This is an optimization exercise on Yosys and OpenROAD, whose aim is small area, a short achievable clock period and few clock cycles per item, not a production implementation.
RTL that was checked went through simulation tests only; none was proved equivalent to the original.

## job 9967
## bitcoin_miner
module bitcoin_miner (
  input wire clk,
  input wire rst,
  input wire start,
  input wire [255:0] first_block_hash,
  input wire [127:0] second_block,
  input wire [255:0] target,
  input wire [31:0]  max_nonce,
  output reg running,
  output reg found,
  output reg [31:0] nonce
  );
  localparam [255:0] IV = {
    32'h6a09e667, 32'hbb67ae85, 32'h3c6ef372, 32'ha54ff53a,
    32'h510e527f, 32'h9b05688c, 32'h1f83d9ab, 32'h5be0cd19};
  localparam [1:0] PH_IDLE = 2'd0;
  localparam [1:0] PH_RF   = 2'd1;
  localparam [1:0] PH_H1   = 2'd2;
  localparam [1:0] PH_H2   = 2'd3;
  reg [1:0] phase;
  reg [6:0] rnd;
  reg [31:0] kreg;
  reg hi_eq, hi_lt, lo_eq, lo_lt, reject;
  reg [3:0] sel_m, sel_v, sel_t;
  reg [31:0] a, b, c, d, e, f, g, h;
  reg [511:0] w;
  function [31:0] bswap;
    input [31:0] x;
    bswap = {x[7:0], x[15:8], x[23:16], x[31:24]};
  endfunction
  function [31:0] word;
    input [255:0] v;
    input integer i;
    word = v[255 - 32 * i -: 32];
  endfunction
  wire [31:0] sig1 = {e[5:0], e[31:6]} ^ {e[10:0], e[31:11]} ^ {e[24:0], e[31:25]};
  wire [31:0] sig0 = {a[1:0], a[31:2]} ^ {a[12:0], a[31:13]} ^ {a[21:0], a[31:22]};
  wire [31:0] ch   = (e & f) ^ (~e & g);
  wire [31:0] maj  = (a & b) | (a & c) | (b & c);
  wire [31:0] w0   = w[32*0 +: 32];
  wire [31:0] s_hkw, c_hkw, s_t, c_t, s_a1, c_a1, s_a2, c_a2, s_e1, c_e1, s_e2, c_e2;
  csa32 u_hkw (.x(h), .y(kreg), .z(w0), .s(s_hkw), .c(c_hkw));
  csa32 u_t   (.x(sig1), .y(sig0), .z(maj), .s(s_t), .c(c_t));
  csa32 u_a1  (.x(s_hkw), .y(c_hkw), .z(ch), .s(s_a1), .c(c_a1));
  csa32 u_a2  (.x(s_t), .y(c_t), .z(s_a1), .s(s_a2), .c(c_a2));
  wire [31:0] s_a3, c_a3;
  csa32 u_a3  (.x(s_a2), .y(c_a2), .z(c_a1), .s(s_a3), .c(c_a3));
  wire [31:0] a_new;
  assign a_new = s_a3 + c_a3;
  csa32 u_e1  (.x(d), .y(sig1), .z(ch), .s(s_e1), .c(c_e1));
  ...
Settings: LEC_CHECK=0, ABC_AREA=1, CAP_MARGIN=20, CORE_MARGIN=2, CORE_UTILIZATION=40, SETUP_SLACK_MARGIN=5.0, SLEW_MARGIN=20, SYNTH_HIERARCHICAL=1; clock period 8.5 ns.
standard.sh (not shown) runs the stock make flow with config.mk's settings and CLKGATE_MAP_FILE= SYNTH_SCRIPT=/design/flow/synth_recipe.tcl, a recipe that flattens the netlist after the stock synthesis.
==> flow/flow/run.sh <==
#!/bin/bash
# The standard layout, with the port buffers made of the smallest
# buffer cell instead of the flow's default delay buffer.
set -euo pipefail
bash standard.sh "BUFFER_PORTS_ARGS=-buffer_cell sky130_fd_sc_hd__buf_1" finish > standard.log 2>&1
Testbench counts of job 9967, summed over its fixed seeds: cycles 242,107, nonces 1,887.
The inputs of job 321 differ from those of job 9967 as listed below.
Settings: an added CTS_BUF_LIST of sky130_fd_sc_hd__clkbuf_4 sky130_fd_sc_hd__clkbuf_8; a change of SETUP_SLACK_MARGIN from 5.0 to 3.0.
## What came out
- In the final reports, the cell area of job 321 is smaller than that of job 9967.
- Run comparison: job 321 startpoint of the worst setup timing path sel_v[3]; job 9967 startpoint of the worst setup timing path sel_m[0]
- Going from job 9967 to job 321, placed wire-length estimate after detailed placement -about 1.1%, number of buffers added for setup after CTS -342.
- | flip-flop and latch count | job 321 vs job 9967 | ≈ equal |
- In the flow results for job 321 and job 9967, the area share of buffers outside the clock network is larger on job 9967.
- Taking job 321 as 1.0, job 9967 lands at 1.6 on non-clock buffer count in the final layout.
Modified inputs, job 3577 compared to job 321
Settings: CTS_BUF_LIST no longer set, was sky130_fd_sc_hd__clkbuf_4 sky130_fd_sc_hd__clkbuf_8; SYNTH_HIERARCHICAL no longer set, was 1.
==> flow/run.sh (new file) <==
#!/bin/bash
# synth_recipe.tcl (not shown) runs the flow's synth.tcl, then flattens the netlist and writes it again
# the make line also repeats each setting of config.mk as NAME=value (left out here)
make -C /OpenROAD-flow-scripts/flow DESIGN_CONFIG=/design/flow/config.mk WORK_HOME=/design/flow/orfs CLKGATE_MAP_FILE= SYNTH_SCRIPT=/design/flow/synth_recipe.tcl finish
removed: flow/flow/run.sh
removed: flow/standard.sh
[summary]
- The final layout from job 3577, which completed every stage, passed the timing, design-rule and antenna checks at the end of the flow.
- Measured against each other, job 3577 and job 321 differ in cell area after placement, the higher figure coming from job 3577.
- Looking at number of buffers other than clock buffers in the final layout across job 3577 and job 321, the one that comes out higher is job 3577.
- In job 3577, mapped cell area is higher than in job 321.
- In job 3577, total length of routed met2 wires is higher than in job 321.
- Detailed placement HPWL across job 3577 and job 321: no real change.
- Sort job 3577 and job 321 by number of core rows, descending, and job 3577 comes first.
- Job 3577 ends up with lower cell count of the worst reg-to-reg path than job 321 does.
- Job 321 → job 3577: die outline area higher; post-placement worst setup slack moved down.
- Compared to job 321, the router laid down more metal wire for job 3577.
- Run comparison: job 3577 worst setup path endpoint reject; job 321 worst setup path endpoint lo_lt

run R:
bitcoin_miner again, from the RTL that the note above started with.
export LEC_CHECK = 0
export ABC_AREA = 1
export CAP_MARGIN = 20
export CORE_MARGIN = 2
export CORE_UTILIZATION = 40
export SETUP_SLACK_MARGIN = 3.0
export SLEW_MARGIN = 20
export SYNTH_HIERARCHICAL = 1
create_clock -name core_clock -period 8.5 [get_ports {clk}]
run.sh (not shown) runs the stock make flow with config.mk's settings and CLKGATE_MAP_FILE= SYNTH_SCRIPT=/design/flow/synth_recipe.tcl, a recipe that flattens the netlist after the stock synthesis.
Stock flow here: none of the scripts above is used.
Run R finished end to end and its layout was clean on timing, DRC and antenna.
Testbench counts of run R, summed over its fixed seeds: cycles 242,107, nonces 1,887.
## Diff of input files: run C against run R
Settings: SETUP_SLACK_MARGIN changed from 3.0 to 4.0.
==> flow/flow/run.sh (new file) <==
#!/bin/bash
# The standard layout, with the port buffers made of the smallest
# buffer cell instead of the flow's default delay buffer.
set -euo pipefail
bash standard.sh "BUFFER_PORTS_ARGS=-buffer_cell sky130_fd_sc_hd__buf_1" finish > standard.log 2>&1
==> flow/standard.sh (new file) <==
#!/bin/bash
# synth_recipe.tcl (not shown) runs the flow's synth.tcl, then flattens the netlist and writes it again
# the make line also repeats each setting of config.mk as NAME=value (left out here)
make -C /OpenROAD-flow-scripts/flow DESIGN_CONFIG=/design/flow/config.mk WORK_HOME=/design/flow/orfs CLKGATE_MAP_FILE= SYNTH_SCRIPT=/design/flow/synth_recipe.tcl "${@:-finish}"
removed: flow/run.sh
==> comparison <==
Number of nets at the end of the flow, run C and run R: lower on run R. Run C vs. run R: least setup slack across all paths after layout climbed 0.84 ns; sequential share of layout area climbed 0.32 points. Run comparison: run R startpoint of the most critical setup path e[2]; run C startpoint of the most critical setup path first_block_hash[119]. Run C ends up with lower global-route total usage across every layer than run R does.

try-xenon:
bitcoin_miner, a different RTL version from the one above (not shown whole).
For scale: about 7,500 cells after synthesis, ~57,000 sq um of cells after synthesis.
clock: 8.5 ns
lec_check: 0
abc_area: 1
cap_margin: 20
core_margin: 2
core_utilization: 40
cts_cluster_diameter: 80
cts_cluster_size: 24
place_density: 0.66
setup_slack_margin: 4.5
slew_margin: 20
synth_hierarchical: 1
standard.sh (not shown) runs the stock make flow with config.mk's settings and CLKGATE_MAP_FILE= SYNTH_SCRIPT=/design/flow/synth_recipe.tcl, a recipe that flattens the netlist after the stock synthesis.
==> flow/flow/run.sh <==
#!/bin/bash
# The standard layout, with the port buffers made of the smallest
# buffer cell instead of the flow's default delay buffer.
set -euo pipefail
bash standard.sh "BUFFER_PORTS_ARGS=-buffer_cell sky130_fd_sc_hd__buf_1" finish > standard.log 2>&1
Testbench counts of try-xenon, summed over its fixed seeds: cycles 242,107, nonces 1,887.
--- input diff try-xenon..try-maple ---
# try-xenon
export LEC_CHECK = 0
export ABC_AREA = 1
export CAP_MARGIN = 20
export CORE_MARGIN = 2
export CORE_UTILIZATION = 40
export CTS_CLUSTER_DIAMETER = 80
export CTS_CLUSTER_SIZE = 24
export PLACE_DENSITY = 0.66
export SETUP_SLACK_MARGIN = 4.5
export SLEW_MARGIN = 20
export SYNTH_HIERARCHICAL = 1
create_clock -name core_clock -period 8.5 [get_ports {clk}]
# try-maple
export LEC_CHECK = 0
export ABC_AREA = 1
export CAP_MARGIN = 20
export CORE_MARGIN = 2
export CORE_UTILIZATION = 40
export CTS_CLUSTER_DIAMETER = 80
export CTS_CLUSTER_SIZE = 24
export SETUP_SLACK_MARGIN = 4.5
export SLEW_MARGIN = 20
export SYNTH_HIERARCHICAL = 0
create_clock -name core_clock -period 8.5 [get_ports {clk}]
--- outcome ---
Summary: with try-xenon as the reference, area used by multi-input combinational logic in try-maple moved down slightly. The run showing the smaller post-synthesis adder-cell area fraction is try-maple. For try-xenon, the library cell contributing the largest single delay on the critical path was o2111ai_1, unlike try-maple, where it was fa_1. Compared with try-xenon, try-maple shows a higher global-route usage. Register share of the cell area: higher on try-xenon. Of try-maple and try-xenon, the run reporting the higher hold slack was try-xenon. Comparing try-maple and try-xenon, the lower utilization after layout is on try-xenon. Via count normalized by instance count of try-xenon is on par with try-maple. Relative to try-xenon, the total length of routed wires measured on try-maple has increased by a few percent. Note that the highest clock frequency the design can meet recorded for try-maple amounts to 0.914 times the value seen in try-xenon.
## Diff of input files: try-yarrow against try-maple
# try-maple
export LEC_CHECK = 0
export ABC_AREA = 1
export CAP_MARGIN = 20
export CORE_MARGIN = 2
export CORE_UTILIZATION = 40
export CTS_CLUSTER_DIAMETER = 80
export CTS_CLUSTER_SIZE = 24
export SETUP_SLACK_MARGIN = 4.5
export SLEW_MARGIN = 20
export SYNTH_HIERARCHICAL = 0
create_clock -name core_clock -period 8.5 [get_ports {clk}]
# try-yarrow
export LEC_CHECK = 0
export ABC_AREA = 1
export CAP_MARGIN = 20
export CORE_MARGIN = 2
export CORE_UTILIZATION = 40
export CTS_CLUSTER_DIAMETER = 80
export CTS_CLUSTER_SIZE = 24
export SETUP_SLACK_MARGIN = 4.5
export SLEW_MARGIN = 20
export SYNTH_HIERARCHICAL = 1
export TNS_END_PERCENT = 20
create_clock -name core_clock -period 8.5 [get_ports {clk}]
Notes after the runs:
Synthesized cell count came out lower on try-yarrow than on try-maple.
The following lists how try-cedar was set up differently from try-yarrow:
# try-yarrow
export LEC_CHECK = 0
export ABC_AREA = 1
export CAP_MARGIN = 20
export CORE_MARGIN = 2
export CORE_UTILIZATION = 40
export CTS_CLUSTER_DIAMETER = 80
export CTS_CLUSTER_SIZE = 24
export SETUP_SLACK_MARGIN = 4.5
export SLEW_MARGIN = 20
export SYNTH_HIERARCHICAL = 1
export TNS_END_PERCENT = 20
create_clock -name core_clock -period 8.5 [get_ports {clk}]
# try-cedar
export LEC_CHECK = 0
export ABC_AREA = 1
export CAP_MARGIN = 20
export CORE_MARGIN = 2
export CORE_UTILIZATION = 50
export CTS_CLUSTER_DIAMETER = 80
export CTS_CLUSTER_SIZE = 24
export SETUP_SLACK_MARGIN = 4.5
export SLEW_MARGIN = 20
export SYNTH_HIERARCHICAL = 1
create_clock -name core_clock -period 8.5 [get_ports {clk}]
## What came out
- Sort try-cedar and try-yarrow by maximum frequency from static timing analysis asc -> top: try-yarrow
- Changes observed in try-cedar relative to try-yarrow: storage element area comparable; weighted congestion reported at the end of routability-driven placement picked up an extra 1.5%; sequential share of layout area has increased.
- In try-cedar, the final wirelength came out 19,000 um below the value in try-yarrow.
- fa_1 as the slowest stage cell on the critical path was reported by try-cedar, and o2111ai_1 by try-yarrow.
- On DRC violation count after routing, try-cedar tracks try-yarrow almost exactly.
- [try-cedar vs try-yarrow] post-layout minimum cycle time: lower in try-cedar
- The run with more setup slack is try-cedar; try-yarrow has less.
- Re fraction of layout cells with a size suffix above 1: try-cedar is 1.0 points down on try-yarrow.

Another version of the RTL of bitcoin_miner (not shown whole).
Size: roughly 920 flip-flops, about 710 I/O pins, roughly 0.056 mm2 of cells after synthesis.
export LEC_CHECK = 0
export ABC_AREA = 1
export CAP_MARGIN = 20
export CORE_MARGIN = 2
export CORE_UTILIZATION = 40
export SETUP_SLACK_MARGIN = 4.0
export SLEW_MARGIN = 20
export SYNTH_HIERARCHICAL = 1
create_clock -name core_clock -period 8.5 [get_ports {clk}]
Scripts as last shown in full above: flow/flow/run.sh
Testbench counts at the start, summed over its fixed seeds: cycles 242,107, nonces 1,887.
Change:
- CTS_CLUSTER_DIAMETER: default -> 80
- CTS_CLUSTER_SIZE: default -> 24
What happened: First-iteration DRC count falls by 1.7%; via count falls by about 0.45%.

job 3827:
bitcoin_miner, a different RTL version from the one above (not shown whole).
Size in the first run: ~860 flip-flops, ~710 I/O pins, about 52000 um^2 of cells after synthesis.
Settings: LEC_CHECK=0, CAP_MARGIN=20, CORE_MARGIN=2, CORE_UTILIZATION=40, SETUP_SLACK_MARGIN=2.0, SLEW_MARGIN=20; clock period 8.5 ns.
run.sh (not shown) runs the stock make flow with config.mk's settings and CLKGATE_MAP_FILE= SYNTH_SCRIPT=/design/flow/synth_recipe.tcl, a recipe that flattens the netlist after the stock synthesis.
Stock flow here: none of the scripts above is used.
#### Input delta (job 8149 over job 3827)
Settings: ABC_AREA newly set to 1.
- Between job 8149 and job 3827, worst setup timing slack at the placement stage is higher for job 8149, job 3827 comes in under that.
- Count of unique library cells instantiated by Yosys: job 8149 vs job 3827 down 14
- Sum of net half-perimeters after detailed placement: job 3827 vs job 8149 — no meaningful difference
- Job 3827 -> job 8149: final sequential cell count delta 0, exact match
- Against job 3827, job 8149 comes in 0.84% lower on area after synthesis.
- Compared job 3827 against job 8149; non-clock buffer area fraction after layout within noise.
Function was not checked in any run of this note: the RTL went through the layout flow alone.

Setup of run 5:
bitcoin_miner with an RTL version that a note above also has.
Size in the first run: ~920 flip-flops, roughly 710 I/O pins, roughly 0.056 mm^2 of cells after synthesis.
Settings: LEC_CHECK=0, ABC_AREA=1, CAP_MARGIN=20, CORE_MARGIN=2, CORE_UTILIZATION=40, CTS_CLUSTER_DIAMETER=80, CTS_CLUSTER_SIZE=24, SETUP_SLACK_MARGIN=4.5, SLEW_MARGIN=20, SYNTH_HIERARCHICAL=1; clock period 8.5 ns.
standard.sh (not shown) runs the stock make flow with config.mk's settings and CLKGATE_MAP_FILE= SYNTH_SCRIPT=/design/flow/synth_recipe.tcl, a recipe that flattens the netlist after the stock synthesis.
==> flow/flow/run.sh <==
#!/bin/bash
# The standard layout, with the port buffers made of the smallest
# buffer cell, and timing repair limited to resizing, pin swaps, buffer
# removal and gate cloning (no new buffer trees).
set -euo pipefail
bash standard.sh "BUFFER_PORTS_ARGS=-buffer_cell sky130_fd_sc_hd__buf_1" \
  "SETUP_MOVE_SEQUENCE=unbuffer,sizeup,swap,clone" finish > standard.log 2>&1
Looking at the reports, run 5 completed the entire flow and the layout it produced met the timing, design-rule and antenna checks.
Testbench counts of run 5, summed over its fixed seeds: cycles 242,107, nonces 1,887.
Input changes introduced in run 1 (baseline for comparison: run 5):
- changing SETUP_SLACK_MARGIN from 4.5 to 5.0
==> flow/flow/run.sh <==
#!/bin/bash
# The standard layout, with the port buffers made of the smallest
# buffer cell instead of the flow's default delay buffer.
set -euo pipefail
bash standard.sh "BUFFER_PORTS_ARGS=-buffer_cell sky130_fd_sc_hd__buf_1" finish > standard.log 2>&1
--- outcome ---
Run 1 vs run 5, launching element of the worst setup path: a[5]$_DFF_P_ vs e[9]$_DFF_P_
Comparing run 1 against run 5, there is no change at all in portion of the post-synthesis area used by sequential elements.
Final area for run 1 is higher than for run 5.
Looking at non-clock buffering overhead in the final layout, run 1 sits 2.9 points higher than run 5 does.
Diff run 5 -> run 1: count of clock-buffer cells in the layout lower; buffers plus inverters on the worst setup path fell 1; clock-cell share of area down 0.42 points; relative slew slack went up by 4.0 points; global-route wire length before repair down 1.5%.

-- separate check: timing with driven ports --
The results above use ideal ports. As a check the final layouts listed here were re-extracted and re-timed, cells and wires unchanged.
Step 1: set_driving_cell puts a clkbuf_16 on clk and a buf_2 on each other input, an assumption about the parent block.
Step 2 times the ports against the registers' clock, not the clock port: input delays grow and output delays shrink by t, the midpoint of the rising clock arrivals with the driver on.
a / b / c = ideal ports / drivers / drivers and shift; a / b = the first two.
run | t, ns | setup slack, ns | hold WS [ns] | worst setup path after step 2 | pins driven straight from the clock port
job 9967 | 0.816 | 3.992 / 3.992 / 3.271 | 0.304 / 0.304 / 0.304 | input to register | 1
job 321 | 0.966 | 2.988 / 2.988 / 2.431 | 0.306 / 0.306 / 0.306 | input to register | 1
job 3577 | 0.805 | 2.914 / 2.959 / 2.165 | 0.307 / 0.307 / 0.307 | input to register | 1
run R | 0.795 | 3.061 / 3.061 / 2.355 | 0.297 / 0.297 / 0.297 | input to register | 1
run C | 0.838 | 3.904 / 3.932 / 3.119 | 0.296 / 0.296 / 0.296 | input to register | 1
try-xenon | 0.794 | 4.462 / 4.462 / 4.395 | 0.326 / 0.326 / 0.326 | input to register | 1
try-maple | 0.821 | 4.081 / 4.081 / 4.079 | 0.314 / 0.314 / 0.314 | input to register | 1
try-yarrow | 0.815 | 4.214 / 4.214 / 4.214 | 0.302 / 0.302 / 0.302 | register to register | 1
try-cedar | 0.822 | 4.448 / 4.448 / 4.364 | 0.321 / 0.321 / 0.321 | input to register | 1
the first run of note 4 | 0.825 | 4.043 / 4.043 / 4.024 | 0.311 / 0.311 / 0.311 | input to register | 1
the second run of note 4 | 0.803 | 4.000 / 4.000 / 3.997 | 0.319 / 0.319 / 0.319 | input to register | 1
job 3827 | 0.766 | 2.079 / 2.123 / 1.358 | 0.288 / 0.288 / 0.288 | input to register | 1
job 8149 | 0.757 | 2.262 / 2.262 / 1.625 | 0.299 / 0.299 / 0.299 | input to register | 1
run 5 | 0.801 | 4.275 / 4.275 / 3.685 | 0.317 / 0.317 / 0.317 | input to register | 1
run 1 | 0.785 | 4.360 / 4.360 / 4.135 | 0.326 / 0.326 / 0.326 | input to register | 1
After both steps setup and hold are still met in every run listed. For run C, which loses most, drivers alone change the setup slack by +0.028 ns; drivers and shift together by -0.785 ns.
